This design comes from an exercise in tuning for small area on the open sky130 flow, not from production work.
Power figures rest on the tool's default switching activity, not on a simulated workload.

## job 4967
Design tic_tac_toe_top, start of the top module:
module tic_tac_toe_top(
    input reset,
    input clk,
    output [3:0] DISP_EN,
    output [7:0] SEGMENTS,
    output [4:1] COL,
    input [4:1] ROW
    );
Size: ~310 cells after synthesis, roughly 22 I/O pins.
clock: 5.0 ns
lec_check: 0
cap_margin: 20
core_margin: 2
core_utilization: 40
slew_margin: 20
run.sh (not shown) runs the stock make flow with config.mk's settings and CLKGATE_MAP_FILE= SYNTH_SCRIPT=/design/flow/synth_recipe.tcl, a recipe that flattens the netlist after the stock synthesis.
Edits applied to the flow inputs when going from job 4967 to job 8012:
# job 4967
export LEC_CHECK = 0
export CAP_MARGIN = 20
export CORE_MARGIN = 2
export CORE_UTILIZATION = 40
export SLEW_MARGIN = 20
create_clock -name core_clock -period 5.0 [get_ports {clk}]
# job 8012
export LEC_CHECK = 0
export CAP_MARGIN = 20
export CORE_MARGIN = 2
export CORE_UTILIZATION = 70
export CTS_BUF_LIST = sky130_fd_sc_hd__clkbuf_2 sky130_fd_sc_hd__clkbuf_4 sky130_fd_sc_hd__clkbuf_8
export CTS_CLUSTER_DIAMETER = 200
export CTS_CLUSTER_SIZE = 60
export SLEW_MARGIN = 20
create_clock -name core_clock -period 5.0 [get_ports {clk}]
[summary]
Job 8012 went all the way through the flow, and no timing, DRC or antenna check failed.
Compared with job 4967, in job 8012 worst hold slack rose by 0.0032 ns, aggregate routed wire length fell by about 2.5%.
Job 8012 -> job 4967: post-synthesis share of cell area spent on full adders, half adders and majority gates delta 0, exact match
Row HPWL reported at the end of detailed placement: job 8012 lower / job 4967 higher
The final worst-path setup slack in job 8012 sits 0.026 ns above the value recorded for job 4967.
Job 4967 has lower met2 routing resource usage after global routing than job 8012.
In the tables for job 4967 and job 8012, post-layout minimum cycle time reads lower with job 8012.
On final core area utilization: between job 4967 and job 8012, it ends up higher for job 8012.
The lower clock network fraction of total power came out of job 8012.
No run of this note included a check of the RTL's function; only the layout flow was run.

========
The RTL this note starts from:
==> flow/design.v <==
module tic_tac_toe_top(
    input reset,
    input clk,
    output [3:0] DISP_EN,
    output [7:0] SEGMENTS,
    output [4:1] COL,
    input [4:1] ROW
    );
reg       p;       
reg [4:0] dcnt;    
reg [1:0] dig;     
reg [6:0] kcnt;    
reg [1:0] ps;      
reg [9:0] acnt;    
reg       blink;
reg       act;     
reg [3:0] k;       
reg [8:0] occ;     
reg [8:0] own;     
reg       turn;    
reg [1:0] wreg;    
reg [7:1] seg;
wire dterm = (dcnt == 5'b10010);
wire kterm = (kcnt == 7'b1101001);
wire aterm = (acnt == 10'b1010011011);
wire disp_en = ~p & dterm;
wire kp_en   = ~p & kterm;
wire fin_en  = ~p & aterm;
wire auto_reset = act & k[3] & k[2] & k[1];
wire [1:0] win = auto_reset ? 2'b00 : wreg;
wire g0 = (dig == 2'b00), g1 = (dig == 2'b01), g2 = (dig == 2'b11), g3 = (dig == 2'b10);
wire q0 = (ps == 2'b00), q1 = (ps == 2'b01), q2 = (ps == 2'b11), q3 = (ps == 2'b10);
assign COL = {~q0, ~q1, ~q2, ~q3};
wire r3 = ~ROW[3];
wire r2 = ROW[3] & ~ROW[2];
wire r1 = ROW[3] & ROW[2] & ~ROW[1];
wire c1 = q3, c2 = q2, c3 = q1;
wire [8:0] sel = {c3 & r1, c2 & r1, c1 & r1,
                  c3 & r2, c2 & r2, c1 & r2,
                  c3 & r3, c2 & r3, c1 & r3};
wire take = |(sel & ~occ);
wire [8:0] b1 = occ & ~own;
wire [8:0] b2 = occ & own;
function line(input [8:0] b);
   line = (b[0] & b[1] & b[2]) | (b[3] & b[4] & b[5]) | (b[6] & b[7] & b[8]) |
          (b[0] & b[4] & b[8]) | (b[6] & b[4] & b[2]) | (b[0] & b[3] & b[6]) |
          (b[1] & b[4] & b[7]) | (b[2] & b[5] & b[8]);
endfunction
wire l1 = line(b1);
wire l2 = line(b2);
wire full = &occ;
wire [8:0] sv = ~occ | (own & {9{blink}});
reg [7:1] nseg;
always @(*) begin
   nseg = 7'b1111111;
   case (win)
      2'b00: begin
         if (g3) nseg = turn ? 7'b0010010 : 7'b1001111;
         if (g2) begin nseg[4] = sv[2]; nseg[1] = sv[5]; nseg[7] = sv[8]; end
         if (g1) begin nseg[4] = sv[1]; nseg[1] = sv[4]; nseg[7] = sv[7]; end
         if (g0) begin nseg[4] = sv[0]; nseg[1] = sv[3]; nseg[7] = sv[6]; end
      end
      2'b01: nseg = {1'b1, blink, blink, 4'b1111};
      2'b10: nseg = {blink, blink, 1'b1, blink, blink, 1'b1, blink};
      2'b11: begin
         if (g1) nseg = 7'b0110000;
         if (g3) nseg = 7'b1110000;
         if (g0) nseg = 7'b1001111;
      end
   endcase
end
always @(posedge clk) begin
   if (reset) begin
      p <= 1'b0;
      dcnt <= 5'b11111;
      dig <= 2'b00;
      kcnt <= 7'b1111111;
      ps <= 2'b00;
      acnt <= 10'b1111111111;
      blink <= 1'b0;
      act <= 1'b0;
      k <= 4'd0;
      occ <= 9'd0;
      turn <= 1'b0;
      seg <= 7'b1111111;
   end else begin
      p <= ~p;
      dcnt <= dterm ? 5'b11111 : {dcnt[3:0], dcnt[4] ^ dcnt[2]};
      kcnt <= kterm ? 7'b1111111 : {kcnt[5:0], kcnt[6] ^ kcnt[5]};
      acnt <= aterm ? 10'b1111111111 : {acnt[8:0], acnt[9] ^ acnt[6]};
      if (aterm)
         blink <= ~blink;
      if (disp_en) begin
         dig <= {dig[0], ~dig[1]};
         seg <= nseg;
      end
      if (kp_en) begin
         ps <= {ps[0], ~ps[1]};
         if (auto_reset) begin
            occ <= 9'd0;
            turn <= 1'b0;
         end else if (take) begin
            occ <= occ | sel;
            turn <= ~turn;
         end
      end
      if (fin_en) begin
         if (act)
            {act, k} <= {act, k} + 5'd1;
         else
            act <= |win;
      end
   end
end
always @(posedge clk) begin
   own <= (own & occ) | ({9{turn}} & ~occ);
   if (~p)
      wreg <= l1 ? 2'b01 : l2 ? 2'b10 : full ? 2'b11 : 2'b00;
end
assign DISP_EN = {~g3, ~g2, ~g1, ~g0};
assign SEGMENTS = {seg, 1'b1};
endmodule
Settings: LEC_CHECK=0, CAP_MARGIN=20, CORE_MARGIN=2, CORE_UTILIZATION=70, SLEW_MARGIN=20; clock period 5.0 ns.
standard.sh (not shown) runs the stock make flow with config.mk's settings and CLKGATE_MAP_FILE= SYNTH_SCRIPT=/design/flow/synth_recipe.tcl, a recipe that flattens the netlist after the stock synthesis.
==> flow/flow/run.sh <==
#!/bin/bash
# Standard ORFS layout, with small port buffers and a small clock tree.
set -euo pipefail
bash standard.sh synth > synth.log 2>&1
bash standard.sh \
  "BUFFER_PORTS_ARGS=-buffer_cell sky130_fd_sc_hd__buf_1" \
  "CTS_ARGS=-sink_clustering_enable -repair_clock_nets -dont_use_dummy_load -buf_list sky130_fd_sc_hd__clkbuf_4 -sink_clustering_size 30 -sink_clustering_max_diameter 200" \
  finish > layout.log 2>&1
==> next run, changes <==
==> flow/flow/run.sh (replaced) <==
#!/bin/bash
# Standard ORFS layout, with small port buffers and a small clock tree.
set -euo pipefail
bash standard.sh synth > synth.log 2>&1
bash standard.sh \
  "BUFFER_PORTS_ARGS=-buffer_cell sky130_fd_sc_hd__buf_1" \
  "CTS_ARGS=-sink_clustering_enable -repair_clock_nets -dont_use_dummy_load -buf_list sky130_fd_sc_hd__clkbuf_8 -sink_clustering_size 64 -sink_clustering_max_diameter 200" \
  finish > layout.log 2>&1
The changed run ran to the end with no violations.
First-iteration DRC count grows by 3.0%.
Final area came out higher by 1.9%.
Global-route usage climbs by 0.60 points.
Clock power rises by 37%.
Cell count is unchanged.
Worst setup slack improved by 0.082 ns.
Via count increases by 0.65%.
Synthesized area does not change.
Sequential cell count stays the same.
Combinational power hardly moves.
Function was not checked in any run of this note: the RTL went through the layout flow alone.

what the ideal ports hide:
No port has a modelled driver above. Below, the same layouts with a new extraction and two added sets of constraints. Step 1 assumes that a clkbuf_16 drives the clock port and a buf_2 every other input. Step 2 times the ports against the registers' clock, not the clock port: input delays grow and output delays shrink by t, the midpoint of the rising clock arrivals with the driver on. Three values: ideal ports, drivers, drivers and shift; two values: the first two.
| run | t (ns) | setup WS [ns] | worst setup path after step 2 | pins driven straight from the clock port |
|---|---|---|---|---|
| job 4967 | 0.368 | 2.061 / 2.034 / 2.193 | input to register | 1 |
| job 8012 | 0.356 | 2.087 / 2.058 / 2.114 | input to register | 1 |
| the first run of note 2 | 0.410 | 2.363 / 2.338 / 2.536 | input to register | 1 |
| the second run of note 2 | 0.355 | 2.444 / 2.417 / 2.548 | input to register | 1 |
After both steps setup and hold are still met in every run listed.
